Context: an optimization exercise on an open-source flow, tuned for small area. The choices shown serve that exercise and are no tape-out recipe.
In this exercise RTL edits were held to simulation tests only and were not proved equivalent to the original.
No activity file was given, so power comes from the tool's default toggle rates.

$ cat flow/design.v
`timescale 1ns/1ps
module MRAM_IP(
  input BIST_EN,
  input BIST_HOLD_L,
  input DEBUG_Z,
  input TEST_MODE,
  output BIST_DONE,
  output BIST_FAIL,
  output SCAN_OUT_FAIL,
  input CLK,
  input RST_N,
  input [16:0] A,
  input [1:0]  NVR,
  input WEb,
  input CEb,
  input ECCBYPS,
  input [3:0] BEN,
  input [31:0] DIN,
  output [31:0] DOUT,
  output [3:0]  UE,
  output [3:0]  ERRF,
  output WRC,
  input  [51:0]  BK_DOUT,
  input  [4:0]   BK_WRC,
  output [9:0]   BK_ADDR,
  output [129:0] BK_CEB,
  output         BK_WEB,
  output [3:0]   BK_BEN,
  output [51:0]  BK_DIN
);
  localparam T_START = 3'd0, T_WUP = 3'd1, T_RWRIU = 3'd3, T_RWRU = 3'd2,
             T_RWRID = 3'd6, T_RWRD = 3'd7, T_RD = 3'd5, T_DONE = 3'd4;
  reg         bist_en_1, bist_en_2;
  reg  [2:0]  tcount;
  wire [2:0]  tstate = tcount ^ {1'b0, tcount[2:1]};
  reg  [2:0]  rw_state;
  reg  [17:0] addr_reg;
  reg         tst_done_reg;
  reg         rslt_reg;
  reg         fail_mon;
  reg         hold_update_reg;
  localparam CS_IDLE = 3'd0, CS_SCAN = 3'd1, CS_HSCAN = 3'd2, CS_FF2 = 3'd3,
             CS_KEEP = 3'd4, CS_HKEEP = 3'd5, CS_HREC = 3'd6, CS_REC = 3'd7;
  localparam DS_IDLE = 3'd0, DS_FINAL = 3'd1, DS_SHIFT = 3'd2, DS_END1 = 3'd3,
             DS_END2 = 3'd4, DS_START2 = 3'd5;
  reg  [2:0]  cont_state;
  reg         start_diag, start_diag_1, start_diag_2;
  reg         diag_done, diag_done_1, diag_done_2;
  reg  [2:0]  diag_state;
  reg  [5:0]  shift_count;
  reg         dout_tmp;
  reg  [52:0] scan_sig;
  wire st_start = (tstate == T_START);
  wire st_w     = (tstate == T_WUP);
  wire st_r     = (tstate == T_RD);
  wire st_done  = (tstate == T_DONE);
  wire pat      = (tstate == T_RWRIU) | (tstate == T_RWRID);
  wire dir_up   = ~tstate[2] & (tstate[1] | tstate[0]);
  wire dir_dn   =  tstate[2] & (tstate[1] | tstate[0]);
  wire wen_state = st_w | (tstate[1] & (rw_state == 3'd3));
  wire cen_state = ~st_start;
  reg  [9:0]  latch_ba;
  reg  [6:0]  latch_bk;
  reg  [1:0]  latch_nvr;
  reg         latch_web, latch_ceb, latch_bypass;
  reg  [3:0]  latch_ben;
  reg  [31:0] latch_d;
  always @(posedge CLK or negedge RST_N) begin
    if (!RST_N) begin
      latch_ba     <= 10'd0;
      latch_bk     <= 7'd0;
      latch_nvr    <= 2'd0;
      latch_web    <= 1'b0;
      latch_ceb    <= 1'b0;
      latch_bypass <= 1'b0;
      latch_ben    <= 4'd0;
      latch_d      <= 32'd0;
    end else begin
      latch_ba     <= BIST_EN ? addr_reg[9:0] : A[9:0];
      latch_bk     <= BIST_EN ? addr_reg[16:10] : A[16:10];
      latch_nvr    <= BIST_EN ? {addr_reg[17], addr_reg[10]} : NVR;
      latch_web    <= BIST_EN ? ~wen_state : WEb;
      latch_ceb    <= BIST_EN ? ~cen_state : CEb;
      latch_d      <= BIST_EN ? {32{pat}} : DIN;
      latch_bypass <= ECCBYPS;
      latch_ben    <= ~BEN;
    end
  end
  function [4:0] ecc_enc;    
    input [7:0] d;
    input       byp;
    reg   [4:1] p;
    begin
      p[1] = d[0]^d[1]^d[3]^d[4]^d[6];
      p[2] = d[0]^d[2]^d[3]^d[5]^d[6];
      p[3] = d[1]^d[2]^d[3]^d[7];
      p[4] = d[4]^d[5]^d[6]^d[7];
      ecc_enc = byp ? 5'd0 : {p[4:1], d[0]^d[1]^d[2]^d[4]^d[5]^d[7]};
    end
  endfunction
  wire [4:0] pe0 = ecc_enc(latch_d[7:0],   latch_bypass);
  wire [4:0] pe1 = ecc_enc(latch_d[15:8],  latch_bypass);
  wire [4:0] pe2 = ecc_enc(latch_d[23:16], latch_bypass);
  wire [4:0] pe3 = ecc_enc(latch_d[31:24], latch_bypass);
  assign BK_DIN  = {latch_d[24], pe3[3:0], pe2, pe1, pe0,
                    latch_d[31:25], pe3[4], latch_d[23:0]};
  assign BK_ADDR = latch_ba;
  assign BK_WEB  = latch_web;
  assign BK_BEN  = latch_ben;
  wire main_en = ~latch_ceb & ~latch_nvr[1];
  wire nvr_en  = ~latch_ceb &  latch_nvr[1];
  wire [7:0]  dec_lo;
  wire [15:0] dec_hi;
  genvar gi;
  generate
    for (gi = 0; gi < 8; gi = gi + 1) begin : g_lo
      assign dec_lo[gi] = main_en & (latch_bk[2:0] == gi);
    end
    for (gi = 0; gi < 16; gi = gi + 1) begin : g_hi
      assign dec_hi[gi] = (latch_bk[6:3] == gi);
    end
    for (gi = 0; gi < 128; gi = gi + 1) begin : g_ceb
      assign BK_CEB[gi] = ~(dec_hi[gi/8] & dec_lo[gi%8]);
    end
  endgenerate
  assign BK_CEB[128] = ~(nvr_en & ~latch_nvr[0]);
  assign BK_CEB[129] = ~(nvr_en &  latch_nvr[0]);
  assign WRC = dec_hi[0] & |(BK_WRC & dec_lo[4:0]);
  wire rd_en = ~latch_ceb & latch_web;
  function [9:0] ecc_dec;
    input [7:0] d;
    input [4:0] p;
    input       byp;
    reg   [3:0] s;
    reg         e1, e0;
    reg   [7:0] c;
    begin
      s[0] = (~byp & p[1]) ^ d[0]^d[1]^d[3]^d[4]^d[6];
      s[1] = (~byp & p[2]) ^ d[0]^d[2]^d[3]^d[5]^d[6];
      s[2] = (~byp & p[3]) ^ d[1]^d[2]^d[3]^d[7];
      s[3] = (~byp & p[4]) ^ d[4]^d[5]^d[6]^d[7];
      e1   = ~byp & (^{p, d});
      e0   = |s;
      c[0] = (s == 4'd3);
      c[1] = (s == 4'd5);
      c[2] = (s == 4'd6);
      c[3] = (s == 4'd7);
      c[4] = (s == 4'd9);
      c[5] = (s == 4'd10);
      c[6] = (s == 4'd11);
      c[7] = (s == 4'd12);
      ecc_dec = {~e1 & e0, e1 | e0, d ^ (c & {8{e1}})};
    end
  endfunction
  wire [9:0] dl0 = ecc_dec(BK_DOUT[7:0],   BK_DOUT[36:32], latch_bypass);
  wire [9:0] dl1 = ecc_dec(BK_DOUT[15:8],  BK_DOUT[41:37], latch_bypass);
  wire [9:0] dl2 = ecc_dec(BK_DOUT[23:16], BK_DOUT[46:42], latch_bypass);
  wire [9:0] dl3 = ecc_dec({BK_DOUT[31:25], BK_DOUT[51]},
                           {BK_DOUT[24], BK_DOUT[50:47]}, latch_bypass);
  wire [3:0] lane_en = {4{rd_en}} & latch_ben;
  wire [31:0] rd_data = {dl3[7:0] & {8{lane_en[3]}}, dl2[7:0] & {8{lane_en[2]}},
                         dl1[7:0] & {8{lane_en[1]}}, dl0[7:0] & {8{lane_en[0]}}};
  assign ERRF = lane_en & {dl3[8], dl2[8], dl1[8], dl0[8]};
  assign UE   = lane_en & {dl3[9], dl2[9], dl1[9], dl0[9]};
  wire [5:0]  bp_a;    
  wire [11:0] bp_d;    
  generate
    for (gi = 0; gi < 3; gi = gi + 1) begin : g_bpa
      assign bp_a[gi]   = latch_ba[4+2*gi] ^ latch_ba[5+2*gi];
      assign bp_a[3+gi] = latch_bk[2*gi] ^ latch_bk[1+2*gi];
    end
    for (gi = 0; gi < 12; gi = gi + 1) begin : g_bpd
      assign bp_d[gi] = latch_d[8+2*gi] ^ latch_d[9+2*gi];
    end
  endgenerate
  assign DOUT = TEST_MODE ? {latch_web ^ latch_ceb, bp_d, latch_d[7:0], latch_bk[6], bp_a, latch_ba[3:0]}
                          : rd_data;
  wire hold_flag = (cont_state == CS_SCAN) | (cont_state == CS_HSCAN) |
                   (cont_state == CS_KEEP) | (cont_state == CS_HKEEP);
  wire recovery  = (cont_state == CS_HREC) | (cont_state == CS_REC);
  wire int_hold  = DEBUG_Z & (cont_state != CS_IDLE) & (cont_state != CS_FF2);
  wire hold_update = BIST_HOLD_L & ~int_hold;
  wire is_cmp   = ((st_r | tstate[1]) & (rw_state == 3'd1)) | (tstate[1] & (rw_state == 3'd5));
  wire exp_ones = tstate[1] & (((rw_state == 3'd1) & ~pat) | ((rw_state == 3'd5) & pat));
  wire mismatch = exp_ones ? ~(&DOUT) : (|DOUT);
  wire failure  = bist_en_2 & is_cmp & mismatch;
  wire step     = bist_en_2 & ~st_done & hold_update;
  wire end_addr = st_start | st_w | (st_r & (rw_state == 3'd2)) | (tstate[1] & (rw_state == 3'd6));
  wire last     = st_start | (dir_up & addr_reg[17] & (&addr_reg[10:0])) |
                  (dir_dn & ~(|addr_reg));
  wire start_hi = (tstate == T_RWRU) | (tstate == T_RWRID) | (tstate == T_RWRD);
  wire [17:0] cnt_t = addr_reg ^ {18{~dir_up}};
  wire [18:0] cnt_c;
  assign cnt_c[0] = step & end_addr & ~last;
  generate
    for (gi = 0; gi < 18; gi = gi + 1) begin : g_cnt
      assign cnt_c[gi+1] = cnt_c[gi] & cnt_t[gi];
    end
  endgenerate
  wire addr_load = step & end_addr & last;
  wire t_adv = step & end_addr & last;
  always @(posedge CLK or negedge RST_N) begin
    if (!RST_N)
      tcount <= 3'd0;
    else if (t_adv)
      tcount <= tcount + 3'd1;
  end
  wire upd      = bist_en_2 & ~st_done & hold_update_reg;
  wire upd_b    = upd & (is_cmp | st_w);
  always @(posedge CLK or negedge RST_N) begin
    if (!RST_N) begin
      bist_en_1       <= 1'b0;
      bist_en_2       <= 1'b0;
      rw_state        <= 3'd0;
      addr_reg        <= 18'h207ff;
      tst_done_reg    <= 1'b0;
      rslt_reg        <= 1'b0;
      fail_mon        <= 1'b0;
    end else begin
      bist_en_1       <= BIST_EN;
      bist_en_2       <= bist_en_1;
      tst_done_reg    <= st_done & ~hold_flag;
      if (step) begin
        if (end_addr)
          rw_state <= 3'd0;
        else
          rw_state <= rw_state + 3'd1;
      end
      if (addr_load)
        addr_reg <= start_hi ? 18'h207ff : 18'h00000;
      else
        addr_reg <= addr_reg ^ cnt_c[17:0];
      if (upd & failure)
        rslt_reg <= 1'b1;
      if (!hold_flag) begin
        if (recovery) begin
          if (upd_b | ~upd)
            fail_mon <= 1'b0;
        end else if (upd_b)
          fail_mon <= failure;
      end
    end
  end
  assign BIST_DONE = tst_done_reg;
  assign BIST_FAIL = DEBUG_Z ? (~tst_done_reg & fail_mon) : rslt_reg;
  wire enable = DEBUG_Z;
  always @(posedge CLK) begin
    hold_update_reg <= hold_update;
    diag_done_1     <= diag_done;
    diag_done_2     <= diag_done_1;
    if (diag_state != DS_SHIFT)
      shift_count <= 6'd52;
    else if (enable)
      shift_count <= shift_count - 6'd1;
  end
  always @(posedge CLK or negedge RST_N) begin
    if (!RST_N) begin
      start_diag  <= 1'b0;
      cont_state  <= CS_IDLE;
    end else begin
      if (enable) begin
        case (cont_state)
          CS_IDLE:
            if (failure) begin
              start_diag <= 1'b1;
              cont_state <= CS_SCAN;
            end
          CS_SCAN:
            if (failure)
              cont_state <= CS_HSCAN;
            else if (diag_done_2) begin
              start_diag <= 1'b0;
              cont_state <= CS_KEEP;
            end
          CS_KEEP:
            if (failure)
              cont_state <= diag_done_2 ? CS_HKEEP : CS_HREC;
            else if (!diag_done_2)
              cont_state <= CS_REC;
          CS_HSCAN:
            if (diag_done_2) begin
              start_diag <= 1'b0;
              cont_state <= CS_HKEEP;
            end
          CS_HKEEP:
            if (!diag_done_2)
              cont_state <= CS_HREC;
          CS_HREC:
            if (!diag_done_2)
              cont_state <= CS_FF2;
          CS_FF2:
            if (!diag_done_2) begin
              start_diag <= 1'b0;
              cont_state <= CS_IDLE;
            end
          default:  
            if (failure)
              cont_state <= CS_FF2;
            else if (!diag_done_2)
              cont_state <= CS_IDLE;
        endcase
      end else
        start_diag <= 1'b0;
    end
  end
  wire capture = enable & (((cont_state == CS_IDLE) & failure) |
                           ((cont_state == CS_HREC) & ~diag_done_2) |
                           ((cont_state == CS_REC) & failure));
  always @(posedge CLK) begin
    if (capture)
      scan_sig <= {DOUT, addr_reg, tstate};
  end
  always @(posedge CLK or negedge RST_N) begin
    if (!RST_N) begin
      diag_done    <= 1'b0;
      start_diag_1 <= 1'b0;
      start_diag_2 <= 1'b0;
      diag_state   <= DS_IDLE;
      dout_tmp     <= 1'b0;
    end else begin
      start_diag_1 <= start_diag;
      start_diag_2 <= start_diag_1;
      if (enable) begin
        case (diag_state)
          DS_IDLE: begin
            diag_done <= 1'b0;
            dout_tmp  <= start_diag_2;
            if (start_diag_2)
              diag_state <= DS_START2;
          end
          DS_START2: begin
            diag_state <= DS_SHIFT;
            dout_tmp   <= 1'b1;
          end
          DS_SHIFT: begin
            dout_tmp <= scan_sig[shift_count];
            if (shift_count == 6'd0) begin
              diag_state  <= DS_END1;
              diag_done   <= 1'b1;
            end
          end
          DS_END1: begin
            diag_state <= DS_END2;
            dout_tmp   <= 1'b1;
          end
          DS_END2: begin
            diag_state <= DS_FINAL;
            diag_done  <= 1'b1;
            dout_tmp   <= 1'b1;
          end
          DS_FINAL: begin
            dout_tmp <= 1'b0;
            if (!start_diag_2) begin
              diag_state <= DS_IDLE;
              diag_done  <= 1'b0;
            end
          end
          default: begin
            diag_done   <= 1'b0;
            diag_state  <= DS_IDLE;
            dout_tmp    <= 1'b0;
          end
        endcase
      end else
        diag_done <= 1'b0;
    end
  end
  assign SCAN_OUT_FAIL = dout_tmp;
endmodule
$ cat flow/flow/run.sh
#!/bin/bash
# The standard layout (standard.sh), with two changes:
#  * synthesis maps the logic with an area-oriented ABC script (flow/synth.tcl);
#  * the port buffers are the smallest buffer cell (buf_1).
# The make output (every ORFS step, each of which also keeps its own log under
# orfs/logs/) goes to flow_make.log in the work folder.
set -euo pipefail
W=$(pwd)
export AREA_ABC_SCRIPT=$W/flow/area.script
bash standard.sh SYNTH_SCRIPT=$W/flow/synth.tcl \
  'BUFFER_PORTS_ARGS=-buffer_cell sky130_fd_sc_hd__buf_1' finish > $W/flow_make.log 2>&1
$ cat flow/flow/area.script
&get -n
&st
&dch -f
&nf -R 1000
&st
&dch -f
&nf -R 1000
&put
$ cat flow/flow/synth.tcl
# The standard synthesis script (synth_recipe.tcl), with ABC's
# combinational mapping run with an area-oriented script (flow/area.script).
# Registers are mapped before ABC runs, so they are the same as the standard
# synthesis's.
proc synth {args} { yosys synth -nofsm -noshare {*}$args }
proc abc {args} {
  set i [lsearch -exact $args -script]
  if { $i >= 0 } { lset args [expr {$i + 1}] $::env(AREA_ABC_SCRIPT) }
  yosys abc {*}$args
}
source $::env(SCRIPTS_DIR)/synth.tcl
# left out here: clear keep_hierarchy, flatten, clean up, hide names made inside functions, write 1_2_yosys.v
$ cat flow/standard.sh
#!/bin/bash
# synth_recipe.tcl (not shown) runs the flow's synth.tcl, then flattens the netlist and writes it again
# the make line also repeats each setting of config.mk as NAME=value (left out here)
make -C /OpenROAD-flow-scripts/flow DESIGN_CONFIG=/design/flow/config.mk WORK_HOME=/design/flow/orfs CLKGATE_MAP_FILE= SYNTH_SCRIPT=/design/flow/synth_recipe.tcl "${@:-finish}"
$ cat flow/config.mk
export PLATFORM = sky130hd
export DESIGN_NAME = MRAM_IP
export DESIGN_NICKNAME = MRAM_IP
export VERILOG_FILES = /design/flow/design.v
export SDC_FILE = /design/flow/constraint.sdc
export NUM_CORES = 4
export LEC_CHECK = 0
export CAP_MARGIN = 20
export CORE_MARGIN = 2
export CORE_UTILIZATION = 60
export CTS_BUF_LIST = sky130_fd_sc_hd__clkbuf_8
export SLEW_MARGIN = 20
$ cat flow/constraint.sdc
create_clock -name core_clock -period 10.0 [get_ports {CLK}]
set_input_delay 2.0000 -clock core_clock [delete_from_list [all_inputs] [get_ports {CLK}]]
set_output_delay 2.0000 -clock core_clock [all_outputs]
set_load 0.01 [all_outputs]
==> results of run 1 <==
per-stage QoR:
stage                     worst slack [ns]  cells
after global placement                3.26   1710
after floorplan                       3.59   1114
after CTS                             3.19   1743
after detailed placement              3.21   1711
after global routing                  2.87   1743
final                                 3.08   1743
power by group through the flow:
stage | Combinational (mW) | Clock [mW] | Sequential (mW)
final | 0.460 | 0.496 | 0.755
after global routing | 0.507 | 0.528 | 0.760
after CTS | 0.456 | 0.499 | 0.755
after detailed placement | 0.454 | 0 | 0.768
after global placement | 0.446 | 0 | 0.767
after floorplan | 0.293 | 0 | 0.765
kinds of logic after synthesis:
logic type | count (synthesis) | synth area share, %
buffers and inverters | 75 | 2.79
xor gates and xnor gates | 204 | 17.7
adders and majority gates | 13 | 1.61
AOI/OAI and AO/OA | 195 | 11.4
DFF | 160 | 42.0
and+or+nand+nor | 434 | 19.4
muxes | 33 | 5.12
placed cells by master (no fill, tap or decap), types with 3 or more instances in the layout:
cell type and count:
buf_1 359, nand2_1 204, xnor2_1 121, dfrtp_1 86
xor2_1 83, o21ai_0 82, clkinv_1 75, nor2_1 74
edfxtp_1 53, a21oi_1 49, nand3_1 38, nor3_1 34
mux2_1 19, clkbuf_8 18, o21a_1 15, buf_4 15
nand4_1 14, nor2b_1 14, nand2b_1 13, mux4_2 13
ha_1 13, nor4_1 12, dfstp_2 12, and3_1 10
a22o_1 10, dfxtp_1 9, a31oi_1 8, nor3b_1 5
o21bai_1 4, a21o_1 4, o22ai_1 4, or4_1 3
a22oi_1 3, o31ai_1 3, bufinv_16 3
layer usage:
layer,up-vias,GRT usage (%)
met2,577,60.1
met1,4623,43.4
li1,4649,-
met3,108,8.71
met4,0,20.9
met5,-,0
area by class of cell:
class,count,area [sq um]
timing repair buffer,377,1490
inverter,75,282
multi-input combinational,879,5580
tap,220,275
sequential,160,4240
fill,1355,4250
clock buffer,18,248
clock inverter,14,164
final timing paths:
path	startpoint	cells past startpoint	endpoint	slack, ns
worst max-delay path	BK_DOUT[27]	11	DOUT[27]	3.08
worst min-delay path	diag_done_1	0	diag_done_2	0.38
worst min register to register	diag_done_1	0	diag_done_2	0.38
min in group asynchronous	RST_N	1	latch_d[19]	1.54
max in group asynchronous	RST_N	2	latch_bk[0]	7.25
worst max register to register	tcount[2]	23	addr_reg[17]	4.90
critical path, delay by kind of cell:
| kind | cells | cell delay (ns) |
|---|---|---|
| simple gates | 2 | 0.49 |
| compound gates | 3 | 1.19 |
| xor+xnor | 4 | 0.81 |
| buf+inv | 2 | 0.42 |
==> results.cfg, run 1 <==
[timing]
slew_headroom_pct = 35.3
final.setup_skew_ns = 0.0150
slew_viol_final = 0
period_share_pct = 69.2
rsz0062_at_grt = false
finalSetupTns_ns = 0
worst_pin_slew_ns = 0.964
fin_crit_ns = 6.92
fin_hold_ws_ns = 0.378
fmax_mhz = 144
finalHoldViolCount = 0
setup_violations = 0

[clock_tree]
cts.sinks = 160
postCtsResizedCells = 0
cts_hold_buf = 0
cts_inserted_buffers = 17
cts-root-buf = clkbuf_8
h-tree-depth = 4
clkLatencyLatePin_ns = 0.46
clk_pin_slew_ns = 0.08
cts_buffer_depth = 2
cts_tree = built
post-cts-setup-buffer-count = 0

[route]
routed_wl_um = 32800
top_layer = met4
drtIter0Drc = 825
dr_wl_met3_um = 2970
post_drt_wl_per_cell_um = 18.8
dr.pass1.iters = 5
viasPerCell = 5.71
wl_met2_um = 15800
drc_errors = 0
drt-met1-wl_um = 12200
vias = 9957
ant_nets = 0

[floorplanning]
fp.dieW_um = 134
die_h_um = 134
die_area_sq_mm = 0.0179
pin_count = 362
start_util_pct = 61.0
fp.coreArea_sq_mm = 0.0165
rows = 47

[cells_and_area]
nets = 1644
fin_util_pct = 74.3
antennaDiodeCount = 0
drive_above_1_share_pct = 5.06
stdcell_area_sq_mm = 0.0123
area_delta_synth_final_pct = 21.7
largest_reg_flops = 53

[pwr]
internal_power_mw = 1.14
power_mw = 1.71
p_sw_share_pct = 33.6
p_switching_mw = 0.574
power_density_mw_per_mm2 = 139
peakVddDrop_mv = 0.103
p_clk_share_pct = 29.0
combPwrFrac_pct = 26.9
seq_power_share_pct = 44.1
leakage_nw = 4.26

[critical_path]
arrival_ns = 4.92
crit_type = input pin to primary output
path_cells = buf_1 -> xor2_1 -> xnor2_1 -> xor2_1 -> a21oi_1 -> o21a_1 -> nor3b_1 -> nand2_1 -> xor2_1 -> o21ai_0 -> buf_1
worst_path_max_delay_cell = o21ai_0
crit_top_cell = xor2_1
crit_path_max_fanout = 8
setup.worst_path.end_class = primary output
cp_data_required_time_ns = 8.00
critical_path.max_stage_delay_ns = 0.70
cp-start-kind = input pin

[global_route]
antenna_found_initial = 1
grt_pass1_wl_um = 49200
grt_pass1_vias = 9251
overflow = 0
grt_use_total_pct = 36.3
grt_max_degree = 65

[worst_hold_path]
worstHoldPathType = flop to flop

[logic_synthesis]
seq_area_frac_synth_pct = 42.0
yosysTopAreaCellShare_pct = 21.3
yosys.area.top_type = dfrtp_1
synthTopCellsByArea = dfrtp_1 21%, edfxtp_1 16%, xnor2_1 11%, nand2_1 7.6%, xor2_1 7.2%
yosysMostFrequentCell = nand2_1
ys_ff_latch = 160
synthTopCellsByCount = 204 x nand2_1, 121 x xnor2_1, 86 x dfrtp_1
synth_ff_type = dfrtp_1
synthesis.area_sq_mm = 0.0101
synthArstFlopShare_pct = 61.3
synth_edf_count = 53
ys_types = 51
syn_area_per_cell_sq_um = 9.05
ys_warn_count = 1
synthesis.nets = 1248
syn_inst = 1114

[place]
postPlaceCellArea_sq_mm = 0.0119
place_congestion = 1.01
portBuffers = 361
dp_hpwl_um = 25300

[outcome]
outcome = timing/DRC/antenna clean

[job]
maxCapViolCount = 0
==> run 2, diff against run 1 <==
--- a/flow/config.mk
+++ b/flow/config.mk
@@ -6,7 +6,7 @@
 export NUM_CORES = 4
 export LEC_CHECK = 0
-export CAP_MARGIN = 20
+export CAP_MARGIN = 0
 export CORE_MARGIN = 2
-export CORE_UTILIZATION = 60
+export CORE_UTILIZATION = 40
 export CTS_BUF_LIST = sky130_fd_sc_hd__clkbuf_8
-export SLEW_MARGIN = 20
+export SLEW_MARGIN = 0
==> run 2 against run 1 <==
  * Still clean on timing, DRC and antenna
  * Non-clock buffer count shrank 1
  * Combinational power down 3%
  * Routed wire length down 4.9%
  * Global-route usage shrank 13 points
  * Clock-buffer cell count is 1 lower
  * Sequential share of layout area decreased by 0.55 points
  * Synthesized area is the same
  * Clock power up about 20%
  * Cell count is 6.4% higher
  * Core utilization is 24 points lower
  * Sequential power is essentially flat
  * Flip-flop and latch count unchanged
  * Largest cell class unchanged
  * Highest routed layer unchanged
==> results.cfg, run 2 <==
[cells_and_area]
final_common_cell = buf_1
drive_above_1_share_pct = 4.86
nets = 1643
area_delta_synth_final_pct = 23.7
fin_util_pct = 50.0
final_cell_mix = 359 x buf_1, 204 x nand2_1, 121 x xnor2_1, 86 x dfrtp_1, 83 x xor2_1
largest_reg_flops = 53

[clock_tree]
postCtsResizedCells = 0
cts.sinks = 160
clk_pin_slew_ns = 0.08
cts-root-buf = clkbuf_8
post-cts-setup-buffer-count = 0
clkLatencyLatePin_ns = 0.46
cts_hold_buf = 0
h-tree-depth = 4
cts_buffer_depth = 2
cts_inserted_buffers = 17
cts_tree = built

[timing]
setup_violations = 0
finalSetupTns_ns = 0
rsz0062_at_grt = false
slew_headroom_pct = 14.2
period_share_pct = 67.5
worst_pin_slew_ns = 1.28
final.setup_skew_ns = 0.0119
fin_crit_ns = 6.75
finalHoldViolCount = 0
fmax_mhz = 148
slew_viol_final = 0

[critical_path]
arrival_ns = 4.75
cp_data_required_time_ns = 8.00
rr_worst_depth = 15
setup.worst_path.end_class = primary output
cp-start-kind = input pin
reg2reg_to = cont_state[2]
r2r_slack_ns = 4.90
crit_path_start = BK_DOUT[27]
r2r_start = latch_bypass
crit_path_max_fanout = 8
crit_type = input pin to primary output

[worst_hold_path]
min-delay-start = diag_done_1
worstHoldPathCells = 0
min_to = diag_done_2
worstHoldPathType = flop to flop

[logic_synthesis]
synthesis.nets = 1248
ys_types = 51
synthTopCellsByCount = 204 x nand2_1, 121 x xnor2_1, 86 x dfrtp_1
yosys.area.top_type = dfrtp_1
synthTopCellsByArea = dfrtp_1 21%, edfxtp_1 16%, xnor2_1 11%, nand2_1 7.6%, xor2_1 7.2%
synthesis.area_sq_mm = 0.0101
seq_area_frac_synth_pct = 42.0
ys_ff_latch = 160
synth_ff_type = dfrtp_1
yosysMostFrequentCell = nand2_1
syn_area_per_cell_sq_um = 9.05
yosysTopAreaCellShare_pct = 21.3
synth_edf_count = 53
synthArstFlopShare_pct = 61.3
ys_warn_count = 1
syn_inst = 1114

[floorplanning]
rows = 58
fp.dieW_um = 163
pin_count = 362
die_h_um = 163
fp.coreArea_sq_mm = 0.0250
die_area_sq_mm = 0.0265
start_util_pct = 40.4

[job]
maxCapViolCount = 0

[global_route]
grt_pass1_vias = 8733
overflow = 0
grt_max_degree = 55
grt_use_total_pct = 23.3
antenna_found_initial = 2
grt_pass1_wl_um = 47700

[outcome]
outcome = timing/DRC/antenna clean

[route]
wl_met2_um = 15400
drtIter0Drc = 544
dr_wl_met3_um = 1950
post_drt_wl_per_cell_um = 16.8
ant_nets = 0
top_layer = met4
routed_wl_um = 31200
drt-met1-wl_um = 12800
dr.pass1.iters = 6
vias = 9514
drc_errors = 0
viasPerCell = 5.13

[pwr]
leakage_nw = 4.29
peakVddDrop_mv = 0.0839
power_density_mw_per_mm2 = 144

[place]
dp_hpwl_um = 24500
place_congestion = 0.914
portBuffers = 361
-- run 2: cell count changes in the layout (fill, tap and decap cells not counted), sizes merged --
cell	previous run	this run
bufinv	3	7
inv	5	3
clkbuf	20	19
clkinvlp	2	1
buf	375	374
diode	0	2
-- run 2: cell type report --
class	instances	area, sq um
well taps	330	413
inverters	75	282
multi-input cells	879	5570
diodes	2	5.00
repair buffers	376	1470
fillers	2414	12500
clock buffers	17	234
clock inverters	15	263
flip-flops and latches	160	4240
-- run 2: critical path, stage by stage --
cell and delay [ns]:
buf_1 0.20, xor2_1 0.37, xnor2_1 0.14, xor2_1 0.17
a21oi_1 0.16, o21a_1 0.30, nor3b_1 0.34, nand3_1 0.15
xor2_1 0.16, o21ai_0 0.52, buf_1 0.24
-- run 2: cell families (layout without fill, tap and decap cells) --
| kind of cell | Yosys count | in the layout | share of synthesized area (%) |
|---|---|---|---|
| adders and majority gates | 13 | 13 | 1.61 |
| xor gates and xnor gates | 204 | 204 | 17.7 |
| AOI/OAI and AO/OA | 195 | 195 | 11.4 |
| and+or+nand+nor | 434 | 434 | 19.4 |
| muxes | 33 | 33 | 5.12 |
| other | 0 | 2 | 0 |
| buffers and inverters | 75 | 483 | 2.79 |
| DFF | 160 | 160 | 42.0 |
-- run 2: metrics by stage --
step	worst slack, ns	std cells	power, mW	cell area [sq um]	hold slack [ns]
6_report	3.25	1854	1.80	12500	0.351
5_1_grt	2.94	1853	1.89	12500	0.360
4_1_cts	3.26	1852	1.81	12500	0.349
3_5_place_dp	3.18	1820	1.22	12000	0.312
3_3_place_gp	3.28	1820	1.21	12000	0.316
2_1_floorplan	3.59	1114	1.06	10100	0.310
-- run 2: power by group --
group | internal, mW | leakage, nW | switching (mW)
Combinational | 0.169 | 2.30 | 0.278
Sequential | 0.714 | 1.74 | 0.0422
Clock | 0.347 | 0.252 | 0.249
-- run 2: how the worst max path moves through the flow --
stage | to | slack [ns] | cells past startpoint
after floorplan | scan_sig[0] | 3.59 | 15
after global placement | DOUT[26] | 3.28 | 11
after detailed placement | cont_state[2] | 3.18 | 18
after CTS | DOUT[26] | 3.26 | 11
after global routing | DOUT[26] | 2.94 | 11
final | DOUT[26] | 3.25 | 11
-- run 2: layer usage --
metal / track usage [%] / up-vias
met5: 0 / -
met4: 8.93 / 0
met3: 4.97 / 60
met2: 40.5 / 359
met1: 28.2 / 4462
li1: - / 4633
==> run 3, diff against run 2 <==
--- a/flow/config.mk
+++ b/flow/config.mk
@@ -6,7 +6,7 @@
 export NUM_CORES = 4
 export LEC_CHECK = 0
-export CAP_MARGIN = 0
+export CAP_MARGIN = 20
 export CORE_MARGIN = 2
 export CORE_UTILIZATION = 40
 export CTS_BUF_LIST = sky130_fd_sc_hd__clkbuf_8
-export SLEW_MARGIN = 0
+export SLEW_MARGIN = 20
==> run 3 against run 2 <==
  * Sequential power about the same
  * Clock skew increased by 0.0012 ns
  * Final area decreased by 0.65%
  * Critical endpoint unchanged
  * Largest cell class unchanged
  * Routed wire length increased by 0.51%
  * Flip-flop and latch count unchanged
  * Highest routed layer unchanged
  * Register-to-register slack about the same
  * Critical path depth unchanged
  * Cell count unchanged
  * Synthesized area unchanged
  * Sequential share of layout area increased by 0.22 points
==> results.cfg, run 3 <==
[timing]
slew_headroom_pct = 43.4
period_share_pct = 68.0
rsz0062_at_grt = false
fin_crit_ns = 6.80
setup_violations = 0
worst_pin_slew_ns = 0.842
final.setup_skew_ns = 0.0131
fmax_mhz = 147
slew_viol_final = 0
fin_ws_ns = 3.20
fin_hold_ws_ns = 0.355
finalHoldViolCount = 0
finalSetupTns_ns = 0

[global_route]
antenna_found_initial = 2
grt_use_total_pct = 23.3
overflow = 0
grt_pass1_vias = 8811
grt_max_degree = 55
grt_pass1_wl_um = 47600

[cells_and_area]
final_cell_mix = 359 x buf_1, 204 x nand2_1, 121 x xnor2_1, 86 x dfrtp_1, 83 x xor2_1
multi_input_area_sq_mm = 0.00558
nets = 1643
drive_above_1_share_pct = 5.12
area_delta_synth_final_pct = 22.9
final-seq-area_sq_mm = 0.00424
final_common_cell = buf_1
largest_reg_flops = 53
fill_cells = 2429
stdcell_count = 1854

[floorplanning]
die_area_sq_mm = 0.0265
start_util_pct = 40.4
die_h_um = 163
fp.dieW_um = 163
fp.coreArea_sq_mm = 0.0250
rows = 58
pin_count = 362

[clock_tree]
cts-root-buf = clkbuf_8
h-tree-depth = 4
cts_hold_buf = 0
cts_inserted_buffers = 17
cts_tree = built
postCtsResizedCells = 0
cts_buffer_depth = 2
post-cts-setup-buffer-count = 0
clk_pin_slew_ns = 0.09
clkLatencyLatePin_ns = 0.47
cts.sinks = 160

[critical_path]
rr_worst_depth = 23
crit_top_cell = xor2_1
worst_path_max_delay_cell = o21ai_0
cp.depth = 11
crit_path_start = BK_DOUT[27]
crit_end = DOUT[26]
arrival_ns = 4.80
crit_path_max_fanout = 8
cp-start-kind = input pin
path_cells = buf_1 -> xor2_1 -> xnor2_1 -> xor2_1 -> a21oi_1 -> o21a_1 -> nor3b_1 -> nand3_1 -> xor2_1 -> o21ai_0 -> buf_1
critical_path.max_stage_delay_ns = 0.58
r2r_slack_ns = 4.89
r2r_start = tcount[2]
crit_type = input pin to primary output
setup.worst_path.end_class = primary output
reg2reg_to = addr_reg[17]
critPathTopFamily = compound AO/OA/AOI/OAI gates
cp_data_required_time_ns = 8.00
crit_buf_inv = 2

[logic_synthesis]
ys_ff_latch = 160
syn_inst = 1114
synth_ff_type = dfrtp_1
synth_edf_count = 53
syn_area_per_cell_sq_um = 9.05
yosysTopAreaCellShare_pct = 21.3
synthArstFlopShare_pct = 61.3
synthTopCellsByCount = 204 x nand2_1, 121 x xnor2_1, 86 x dfrtp_1
yosysMostFrequentCell = nand2_1
yosys.area.top_type = dfrtp_1
synthTopCellsByArea = dfrtp_1 21%, edfxtp_1 16%, xnor2_1 11%, nand2_1 7.6%, xor2_1 7.2%
ys_types = 51
seq_area_frac_synth_pct = 42.0
synthesis.area_sq_mm = 0.0101
synthesis.nets = 1248
ys_warn_count = 1

[route]
ant_nets = 0
drc_errors = 0
post_drt_wl_per_cell_um = 16.9
routed_wl_um = 31300
drtIter0Drc = 629
vias = 9525
dr.pass1.iters = 5
viasPerCell = 5.14

[place]
portBuffers = 361
dpl.cell_count = 1820
place_ws_ns = 3.19
dp_hpwl_um = 24500
place_congestion = 0.914

[pwr]
leakage_nw = 4.24
internal_power_mw = 1.12
peakVddDrop_mv = 0.0860
seq_power_share_pct = 44.6
p_clk_share_pct = 29.0
combPwrFrac_pct = 26.4
p_sw_share_pct = 34.2
p_switching_mw = 0.581
power_mw = 1.70
power_density_mw_per_mm2 = 137

[outcome]
outcome = timing/DRC/antenna clean

[job]
maxCapViolCount = 0

[worst_hold_path]
worstHoldPathType = flop to flop
-- run 3: cell counts after synthesis --
No cell type changed its count.
-- run 3: cell type report --
type	count	area share [%]
clock buffers	18	2.00
diodes	2	0.0404
flip-flops and latches	160	34.2
well taps	330	3.33
multi-input cells	879	45.0
inverters	75	2.27
clock inverters	14	1.23
repair buffers	376	11.9
-- run 3: through the flow --
step                util [%]  cell area [sq um]
global placement        48.0              12000
detailed placement      48.0              12000
finish                  49.6              12400
global route            49.6              12400
floorplan                  -              10100
CTS                     49.6              12400
-- run 3: how the worst min path moves through the flow --
stage | from | to | slack, ns | cells after the start
after floorplan | diag_done_1 | diag_done_2 | 0.31 | 0
after global placement | diag_done_1 | diag_done_2 | 0.32 | 0
after detailed placement | diag_done_1 | diag_done_2 | 0.32 | 0
after CTS | bist_en_1 | bist_en_2 | 0.36 | 0
after global routing | start_diag_1 | start_diag_2 | 0.37 | 0
final | bist_en_1 | bist_en_2 | 0.36 | 0
-- run 3: kinds of logic after synthesis --
family          count (synthesis)  share of synthesized area [%]
simple gates                  434                           19.4
xor+xnor                      204                           17.7
compound gates                195                           11.4
flops                         160                           42.0
buf+inv                        75                           2.79
mux                            33                           5.12
fa+ha+maj                      13                           1.61
-- run 3: layer usage --
metal | GRT usage, % | vias up | wire length (um)
li1 | - | 4627 | -
met1 | 27.8 | 4470 | 12900
met2 | 40.5 | 355 | 15200
met3 | 4.84 | 73 | 1990
met4 | 10.1 | 0 | 1140
met5 | 0 | - | 0
-- run 3: power groups by stage --
stage | Combinational [mW] | Clock (mW) | Sequential, mW
2_1_floorplan | 0.293 | 0 | 0.765
3_3_place_gp | 0.443 | 0 | 0.771
3_5_place_dp | 0.446 | 0 | 0.771
4_1_cts | 0.449 | 0.501 | 0.757
5_1_grt | 0.497 | 0.532 | 0.762
6_report | 0.448 | 0.492 | 0.757
==> run 4, diff against run 3 <==
--- a/flow/config.mk
+++ b/flow/config.mk
@@ -9,4 +9,6 @@
 export CORE_MARGIN = 2
 export CORE_UTILIZATION = 40
-export CTS_BUF_LIST = sky130_fd_sc_hd__clkbuf_8
+export CTS_BUF_LIST = sky130_fd_sc_hd__clkbuf_8 sky130_fd_sc_hd__clkbuf_16
+export CTS_CLUSTER_DIAMETER = 150
+export CTS_CLUSTER_SIZE = 24
 export SLEW_MARGIN = 20
==> run 4 against run 3 <==
  * Critical path depth did not move
  * Still clean on timing, DRC and antenna
  * Highest routed layer unchanged
  * Hold slack lost 0.0076 ns
  * Critical endpoint unchanged
  * Largest cell class unchanged
  * Clock-buffer cell count grew 1
  * Via count increased by 0.66%
==> results.cfg, run 4 <==
[outcome]
outcome = timing/DRC/antenna clean

[floorplanning]
pin_count = 362
die_area_sq_mm = 0.0265
die_h_um = 163
fp.coreArea_sq_mm = 0.0250
rows = 58
fp.dieW_um = 163
start_util_pct = 40.4

[clock_tree]
post-cts-setup-buffer-count = 0
cts_hold_buf = 0
cts_buffer_depth = 2
postCtsResizedCells = 0
h-tree-depth = 4
clkLatencyLatePin_ns = 0.43
cts-root-buf = clkbuf_16
clk_pin_slew_ns = 0.07
cts_inserted_buffers = 17
cts_tree = built
cts.sinks = 160

[route]
ant_nets = 0
wl_met2_um = 15400
viasPerCell = 5.17
top_layer = met4
drt-met1-wl_um = 12900
post_drt_wl_per_cell_um = 16.9
vias = 9588
dr.pass1.iters = 5
routed_wl_um = 31400
drc_errors = 0
drtIter0Drc = 564
dr_wl_met3_um = 1920

[logic_synthesis]
syn_area_per_cell_sq_um = 9.05
synthTopCellsByCount = 204 x nand2_1, 121 x xnor2_1, 86 x dfrtp_1
synthesis.nets = 1248
synthesis.area_sq_mm = 0.0101
synthTopCellsByArea = dfrtp_1 21%, edfxtp_1 16%, xnor2_1 11%, nand2_1 7.6%, xor2_1 7.2%
yosysTopAreaCellShare_pct = 21.3
yosys.area.top_type = dfrtp_1
ys_types = 51
synth_edf_count = 53
ys_ff_latch = 160
synthArstFlopShare_pct = 61.3
yosysMostFrequentCell = nand2_1
seq_area_frac_synth_pct = 42.0
ys_warn_count = 1
synth_ff_type = dfrtp_1
syn_inst = 1114

[timing]
period_share_pct = 67.7
slew_headroom_pct = 44.5
fmax_mhz = 148
setup_violations = 0
slew_viol_final = 0
final.setup_skew_ns = 0.0104
finalSetupTns_ns = 0
rsz0062_at_grt = false
worst_pin_slew_ns = 0.827
fin_crit_ns = 6.77
finalHoldViolCount = 0

[pwr]
peakVddDrop_mv = 0.123
power_mw = 1.85
leakage_nw = 4.33
power_density_mw_per_mm2 = 147

[global_route]
grt_pass1_vias = 8828
grt_pass1_wl_um = 47600
antenna_found_initial = 2
grt_max_degree = 55
grt_use_total_pct = 23.3
overflow = 0

[cells_and_area]
nets = 1643
area_delta_synth_final_pct = 24.7
final_common_cell = buf_1
largest_reg_flops = 53
stdcell_count = 1854
drive_above_1_share_pct = 5.12
final_cell_mix = 359 x buf_1, 204 x nand2_1, 121 x xnor2_1, 86 x dfrtp_1, 83 x xor2_1

[critical_path]
crit_type = input pin to primary output
cp-start-kind = input pin
r2r_start = tcount[2]
cp_data_required_time_ns = 8.00
crit_path_max_fanout = 8
r2r_slack_ns = 4.84
reg2reg_to = addr_reg[17]
arrival_ns = 4.77
setup.worst_path.end_class = primary output
rr_worst_depth = 23

[place]
dpl.cell_count = 1820
dp_hpwl_um = 24500
portBuffers = 361
place_congestion = 0.914

[worst_hold_path]
worstHoldPathCells = 0
min-delay-start = diag_done_1
min_to = diag_done_2
worstHoldPathType = flop to flop

[job]
maxCapViolCount = 0
## run 4: cell count changes in the layout (fill, tap and decap cells not counted)
cell,previous run,this run
clkbuf_8,18,1
clkbuf_16,0,18
bufinv_16,2,1
## run 4: final cells by class
cell class | count | area (sq um)
clock inverter | 13 | 123
timing repair buffer | 376 | 1470
clock buffer | 19 | 464
fill | 2400 | 12400
multi-input combinational | 879 | 5580
sequential | 160 | 4240
antenna | 2 | 5.00
inverter | 75 | 282
tap | 330 | 413
## run 4: how the worst max path moves through the flow
stage                      startpoint            end  slack, ns  cells after the start
after floorplan           BK_DOUT[27]    scan_sig[0]       3.59                     15
after global placement    BK_DOUT[27]       DOUT[26]       3.28                     11
after detailed placement  BK_DOUT[11]  cont_state[2]       3.19                     18
final                     BK_DOUT[27]       DOUT[26]       3.23                     11
after CTS                 BK_DOUT[27]       DOUT[26]       3.26                     11
after global routing      BK_DOUT[27]       DOUT[26]       2.96                     11
## run 4: layer usage
layer	vias to the layer above	global-route usage (%)
met5	-	0
met4	0	9.69
met3	69	4.58
met2	371	40.7
met1	4519	28.0
li1	4629	-
## run 4: through the flow
stage               util [%]  hold WS, ns  instance area [sq um]  setup WS, ns
global route            50.4        0.368                  12600          2.96
floorplan                  -        0.310                  10100          3.59
global placement        48.0        0.316                  12000          3.28
finish                  50.4        0.348                  12600          3.23
CTS                     50.3        0.353                  12600          3.26
detailed placement      48.0        0.320                  12000          3.19
## run 4: critical path, stage by stage
cell	delay (ns)
buf_1	0.19
xor2_1	0.36
xnor2_1	0.14
xor2_1	0.17
a21oi_1	0.16
o21a_1	0.30
nor3b_1	0.35
nand3_1	0.15
xor2_1	0.16
o21ai_0	0.54
buf_1	0.24
## run 4: kinds of logic (layout without fill, tap and decap cells)
logic type	Yosys count	after routing	share of synthesized area, %
mux	33	33	5.12
xor+xnor	204	204	17.7
other cells	0	2	0
buf+inv	75	483	2.79
fa+ha+maj	13	13	1.61
compound gates	195	195	11.4
flops	160	160	42.0
simple gates	434	434	19.4
## run 4: report_power, final
| group | leakage (nW) | internal [mW] | total (mW) | switching (mW) |
|---|---|---|---|---|
| clock network | 0.285 | 0.368 | 0.648 | 0.280 |
| logic | 2.31 | 0.169 | 0.448 | 0.279 |
| registers | 1.74 | 0.715 | 0.758 | 0.0425 |
| total | 4.33 | 1.25 | 1.85 | 0.601 |
==> run 5, diff against run 4 <==
--- a/flow/config.mk
+++ b/flow/config.mk
@@ -9,6 +9,6 @@
 export CORE_MARGIN = 2
 export CORE_UTILIZATION = 40
-export CTS_BUF_LIST = sky130_fd_sc_hd__clkbuf_8 sky130_fd_sc_hd__clkbuf_16
-export CTS_CLUSTER_DIAMETER = 150
-export CTS_CLUSTER_SIZE = 24
+export CTS_BUF_LIST = sky130_fd_sc_hd__clkbuf_16
+export CTS_CLUSTER_DIAMETER = 200
+export CTS_CLUSTER_SIZE = 30
 export SLEW_MARGIN = 20
==> run 5 against run 4 <==
  * Still clean
  * Cell count unchanged
  * Clock-buffer cell count down 1
  * Fmax hardly changed
  * Critical path depth stayed put
  * Power shrank 0.37%
  * Critical endpoint unchanged
==> results.cfg, run 5 <==
[route]
post_drt_wl_per_cell_um = 16.9
vias = 9580
viasPerCell = 5.17
drtIter0Drc = 560
routed_wl_um = 31400
dr.pass1.iters = 5
ant_nets = 0
drc_errors = 0

[critical_path]
crit_buf_inv = 2
crit_type = input pin to primary output
r2r_start = tcount[2]
cp_data_required_time_ns = 8.00
crit_top_cell = xor2_1
crit_path_start = BK_DOUT[27]
cp-start-kind = input pin
setup.worst_path.end_class = primary output
path_cells = buf_1 -> xor2_1 -> xnor2_1 -> xor2_1 -> a21oi_1 -> o21a_1 -> nor3b_1 -> nand3_1 -> xor2_1 -> o21ai_0 -> buf_1
worst_path_max_delay_cell = o21ai_0
arrival_ns = 4.77
critPathTopFamily = compound AO/OA/AOI/OAI gates
crit_path_max_fanout = 8
critical_path.max_stage_delay_ns = 0.54

[logic_synthesis]
synth_ff_type = dfrtp_1
synth_edf_count = 53
syn_inst = 1114
ys_warn_count = 1
synthesis.nets = 1248
syn_area_per_cell_sq_um = 9.05
yosysMostFrequentCell = nand2_1
synthesis.area_sq_mm = 0.0101
seq_area_frac_synth_pct = 42.0
synthTopCellsByCount = 204 x nand2_1, 121 x xnor2_1, 86 x dfrtp_1
synthArstFlopShare_pct = 61.3
yosysTopAreaCellShare_pct = 21.3
synthTopCellsByArea = dfrtp_1 21%, edfxtp_1 16%, xnor2_1 11%, nand2_1 7.6%, xor2_1 7.2%
yosys.area.top_type = dfrtp_1
ys_types = 51
ys_ff_latch = 160

[timing]
fin_crit_ns = 6.77
period_share_pct = 67.7
setup_violations = 0
fmax_mhz = 148
rsz0062_at_grt = false
slew_viol_final = 0
worst_pin_slew_ns = 0.831
finalHoldViolCount = 0
slew_headroom_pct = 44.2
final.setup_skew_ns = 0.00944
finalSetupTns_ns = 0

[floorplanning]
pin_count = 362
rows = 58
die_area_sq_mm = 0.0265
start_util_pct = 40.4
fp.coreArea_sq_mm = 0.0250
fp.dieW_um = 163
die_h_um = 163

[global_route]
grt_pass1_wl_um = 47700
overflow = 0
grt_max_degree = 55
grt_pass1_vias = 8830
grt_use_total_pct = 23.3
antenna_found_initial = 2

[clock_tree]
cts_tree = built
post-cts-setup-buffer-count = 0
cts.sinks = 160
h-tree-depth = 4
cts_buffer_depth = 2
cts_inserted_buffers = 17
clk_pin_slew_ns = 0.07
clkLatencyLatePin_ns = 0.43
cts-root-buf = clkbuf_16
cts_hold_buf = 0
postCtsResizedCells = 0

[worst_hold_path]
min-delay-start = diag_done_1
worstHoldPathType = flop to flop

[cells_and_area]
drive_above_1_share_pct = 5.06
final_cell_mix = 359 x buf_1, 204 x nand2_1, 121 x xnor2_1, 86 x dfrtp_1, 83 x xor2_1
nets = 1643
final_common_cell = buf_1
largest_reg_flops = 53
stdcell_count = 1854
area_delta_synth_final_pct = 24.6

[pwr]
power_density_mw_per_mm2 = 147
peakVddDrop_mv = 0.123
leakage_nw = 4.32

[place]
place_congestion = 0.914
dpl.cell_count = 1820
dp_hpwl_um = 24500
portBuffers = 361

[job]
maxCapViolCount = 0

[outcome]
outcome = timing/DRC/antenna clean
-- run 5: cell counts after synthesis --
Identical to the previous run, type by type.
-- run 5: cell type report --
cell class / instances / area (sq um)
fillers: 2401 / 12400
multi-input cells: 879 / 5580
flip-flops and latches: 160 / 4240
repair buffers: 376 / 1470
clock buffers: 18 / 450
well taps: 330 / 413
inverters: 75 / 282
clock inverters: 14 / 126
diodes: 2 / 5.00
-- run 5: layer usage --
layer	vias up	share of wire [%]	global-route usage [%]
li1	4634	-	-
met1	4507	41	28.1
met2	371	49	40.6
met3	68	6.1	4.58
met4	0	3.6	9.94
met5	-	0	0
-- run 5: kinds of logic after synthesis --
group / share of synthesized area (%)
muxes: 5.12
xor gates and xnor gates: 17.7
adders and majority gates: 1.61
DFF: 42.0
AOI/OAI and AO/OA: 11.4
and+or+nand+nor: 19.4
buffers and inverters: 2.79
-- run 5: final timing paths --
check / end / slack (ns) / cells past startpoint
min in group asynchronous: latch_bypass / 1.61 / 1
worst min-delay path: diag_done_2 / 0.35 / 0
worst max register to register: addr_reg[17] / 4.85 / 23
worst max-delay path: DOUT[26] / 3.23 / 11
worst min register to register: diag_done_2 / 0.35 / 0
max in group asynchronous: latch_d[2] / 7.18 / 2
-- run 5: power by group --
group / switching (mW) / total [mW] / internal, mW
combinational: 0.279 / 0.448 / 0.169
sequential: 0.0423 / 0.758 / 0.715
clock: 0.280 / 0.641 / 0.361
total: 0.602 / 1.85 / 1.25
-- run 5: through the flow --
step           worst slack, ns  cell area [sq um]  power, mW  hold WS (ns)  utilization [%]
5_1_grt                   2.95              12600       1.94         0.368             50.3
3_3_place_gp              3.28              12000       1.21         0.316             48.0
6_report                  3.23              12600       1.85         0.348             50.4
4_1_cts                   3.26              12600       1.86         0.353             50.3
3_5_place_dp              3.19              12000       1.22         0.320             48.0
2_1_floorplan             3.59              10100       1.06         0.310                -
==> run 6, diff against run 5 <==
==> flow/run.sh (new file) <==
#!/bin/bash
# synth_recipe.tcl (not shown) runs the flow's synth.tcl, then flattens the netlist and writes it again
# the make line also repeats each setting of config.mk as NAME=value (left out here)
make -C /OpenROAD-flow-scripts/flow DESIGN_CONFIG=/design/flow/config.mk WORK_HOME=/design/flow/orfs CLKGATE_MAP_FILE= SYNTH_SCRIPT=/design/flow/synth_recipe.tcl finish
--- a/flow/config.mk
+++ b/flow/config.mk
@@ -9,6 +9,4 @@
 export CORE_MARGIN = 2
 export CORE_UTILIZATION = 40
-export CTS_BUF_LIST = sky130_fd_sc_hd__clkbuf_16
-export CTS_CLUSTER_DIAMETER = 200
-export CTS_CLUSTER_SIZE = 30
+export CTS_BUF_LIST = sky130_fd_sc_hd__clkbuf_8
 export SLEW_MARGIN = 20
removed: flow/flow/run.sh
removed: flow/flow/area.script
removed: flow/flow/synth.tcl
removed: flow/standard.sh
==> run 6 against run 5 <==
  * Via count up 7.3%
  * Still clean
  * Critical path depth down 3
  * Cell count up 5.5%
==> results.cfg, run 6 <==
[worst_hold_path]
worstHoldPathType = flop to flop
worstHoldPathCells = 0
min-delay-start = diag_done_1
min_to = diag_done_2

[clock_tree]
cts_hold_buf = 0
cts-root-buf = clkbuf_8
h-tree-depth = 4
cts_inserted_buffers = 17
cts_tree = built
postCtsResizedCells = 0
post-cts-setup-buffer-count = 0
cts_buffer_depth = 2
clkLatencyLatePin_ns = 0.46
cts.sinks = 160
clk_pin_slew_ns = 0.09

[cells_and_area]
nets = 1698
stdcell_count = 1956
final_common_cell = clkdlybuf4s50_1
multi_input_area_sq_mm = 0.00651
largest_reg_flops = 53
drive_above_1_share_pct = 7.74
area_delta_synth_final_pct = 39.8
fill_cells = 2551
final_cell_mix = 359 x clkdlybuf4s50_1, 205 x nand2_1, 128 x xnor2_1, 85 x dfrtp_1, 77 x nor2_1
fin_util_pct = 56.5
final-seq-area_sq_mm = 0.00424

[global_route]
grt_pass1_vias = 9733
grt_use_total_pct = 25.6
antenna_found_initial = 1
overflow = 0
grt_max_degree = 59
grt_pass1_wl_um = 57400

[pwr]
leakage_nw = 5.82
internal_power_mw = 1.36
p_sw_share_pct = 34.3
seq_power_share_pct = 39.8
p_switching_mw = 0.712
peakVddDrop_mv = 0.0912
power_density_mw_per_mm2 = 133
p_clk_share_pct = 24.9
combPwrFrac_pct = 35.3

[route]
drtIter0Drc = 892
dr.pass1.iters = 5
routed_wl_um = 38000
vias = 10300
drc_errors = 0
wl_met2_um = 17500
ant_nets = 0
post_drt_wl_per_cell_um = 19.4
dr_wl_met3_um = 2220
drt-met1-wl_um = 17800
viasPerCell = 5.26
top_layer = met4

[timing]
final.setup_skew_ns = 0.0169
fmax_mhz = 134
finalHoldViolCount = 0
setup_violations = 0
worst_pin_slew_ns = 1.01
rsz0062_at_grt = false
slew_viol_final = 0
fin_hold_ws_ns = 0.335
fin_crit_ns = 7.46
period_share_pct = 74.6
finalSetupTns_ns = 0
slew_headroom_pct = 32.1

[logic_synthesis]
seq_area_frac_synth_pct = 37.9
syn_area_per_cell_sq_um = 9.08
synthTopCellsByCount = 205 x nand2_1, 128 x xnor2_1, 86 x dfrtp_1
syn_inst = 1230
yosys.area.top_type = dfrtp_1
synth_ff_type = dfrtp_1
yosysMostFrequentCell = nand2_1
ys_types = 80
synthesis.area_sq_mm = 0.0112
synthesis.nets = 1364
yosysTopAreaCellShare_pct = 19.3
synthTopCellsByArea = dfrtp_1 19%, edfxtp_1 14%, xnor2_1 10%, nand2_1 6.9%, xor2_1 5.3%
ys_ff_latch = 160
synth_edf_count = 53
synthArstFlopShare_pct = 61.3
ys_warn_count = 1

[critical_path]
cp-start-kind = input pin
r2r_start = latch_bypass
cp_data_required_time_ns = 8.00
rr_worst_depth = 14
crit_path_max_fanout = 5
r2r_slack_ns = 4.96
crit_type = input pin to primary output
setup.worst_path.end_class = primary output
reg2reg_to = scan_sig[1]
arrival_ns = 5.46

[job]
maxCapViolCount = 0

[floorplanning]
fp.dieW_um = 171
die_area_sq_mm = 0.0293
start_util_pct = 40.4
die_h_um = 171
rows = 61
fp.coreArea_sq_mm = 0.0276
pin_count = 362

[outcome]
outcome = timing/DRC/antenna clean

[place]
place_congestion = 0.923
portBuffers = 361
dpl.cell_count = 1923
dp_hpwl_um = 29200
## run 6: cell count changes after synthesis, moves of 16 or more
cell and change:
inv_1 +58, mux2_2 +19, clkinv_1 -75, clkbuf_1 +58, nand3_1 -17, mux2_1 -19, xor2_1 -16, a21oi_1 -16
## run 6: stage by stage
step / instance area [sq um] / total power, mW / worst slack [ns]
finish: 15600 / 2.08 / 2.54
global route: 15600 / 2.19 / 2.42
CTS: 15600 / 2.09 / 2.58
detailed placement: 15200 / 1.57 / 2.62
global placement: 15200 / 1.56 / 2.62
floorplan: 11200 / 1.27 / 2.61
## run 6: logic make-up (layout without fill, tap and decap cells)
| logic type | count (synthesis) | count (layout) | share of synthesized area (%) |
|---|---|---|---|
| other cells | 0 | 1 | 0 |
| compound gates | 202 | 202 | 11.6 |
| buf+inv | 123 | 470 | 4.15 |
| simple gates | 477 | 477 | 20.5 |
| fa+ha+maj | 13 | 13 | 1.46 |
| flops | 160 | 160 | 37.9 |
| mux | 44 | 44 | 5.95 |
| xor+xnor | 211 | 211 | 18.4 |
## run 6: how the worst max path moves through the flow
stage                     start           to  slack, ns
floorplan           BK_DOUT[15]  scan_sig[0]       2.61
global placement    BK_DOUT[25]     DOUT[31]       2.62
detailed placement  BK_DOUT[25]     DOUT[31]       2.62
CTS                 BK_DOUT[25]     DOUT[31]       2.58
global route        BK_DOUT[25]     DOUT[31]       2.42
finish              BK_DOUT[25]     DOUT[31]       2.54
## run 6: layer usage
layer  track usage [%]  vias to the layer above
met1              37.2                     4960
met5                 0                        -
met2              39.8                      351
met3              4.90                       34
met4              5.38                        0
li1                  -                     4939
## run 6: power by group through the flow
stage	clock network, mW	logic [mW]	registers, mW
floorplan	0	0.472	0.800
global placement	0	0.722	0.838
detailed placement	0	0.726	0.839
CTS	0.529	0.733	0.826
global route	0.554	0.797	0.838
finish	0.518	0.733	0.826
## run 6: area by class of cell
class	count	area share, %
clock inverters	13	1.01
well taps	378	3.03
flip-flops and latches	160	27.2
repair buffers	380	24.0
diodes	1	0.0160
clock buffers	19	1.67
inverters	58	1.39
multi-input cells	947	41.7
## run 6: critical path, cell delays in order
cell	delay (ns)
clkdlybuf4s50_1	0.54
xnor3_2	0.50
xor2_2	0.28
xor3_1	0.44
a2111oi_1	0.45
xnor2_1	0.11
o22ai_1	0.49
clkdlybuf4s50_1	0.66

-- afterwards: timing with drivers on the ports --
How much do the figures lean on ideal ports? The routed layouts below were timed once more, with nothing changed but the port constraints.
Step 1: set_driving_cell puts a clkbuf_16 on CLK and a buf_2 on each other input, an assumption about the parent block.
Step 2 adds t to the input delays and takes it off the output delays; t is the mean of the earliest and latest rising clock arrival at the registers after step 1. Input paths then give back, and output paths get back, about the clock's delay inside the block.
a / b / c = ideal ports / drivers / drivers and shift; a / b = the first two.
run	shift t [ns]	setup WS [ns]	worst hold slack (ns)	worst register clock-pin slew, ns
run 1	0.497	3.079 / 3.050 / 3.050	0.378 / 0.378 / 0.378	0.09 / 0.09
run 2	0.491	3.253 / 3.215 / 3.215	0.351 / 0.351 / 0.351	0.09 / 0.09
run 3	0.502	3.205 / 3.165 / 3.165	0.355 / 0.355 / 0.355	0.10 / 0.10
run 4	0.470	3.230 / 3.191 / 3.191	0.348 / 0.348 / 0.348	0.07 / 0.07
run 5	0.468	3.233 / 3.195 / 3.195	0.348 / 0.348 / 0.348	0.07 / 0.07
run 6	0.495	2.538 / 2.502 / 2.502	0.335 / 0.335 / 0.335	0.09 / 0.09
After both steps setup and hold are still met in every run listed. The setup slack of run 3, which loses most, moves by -0.040 ns with the drivers and by -0.040 ns with both steps.
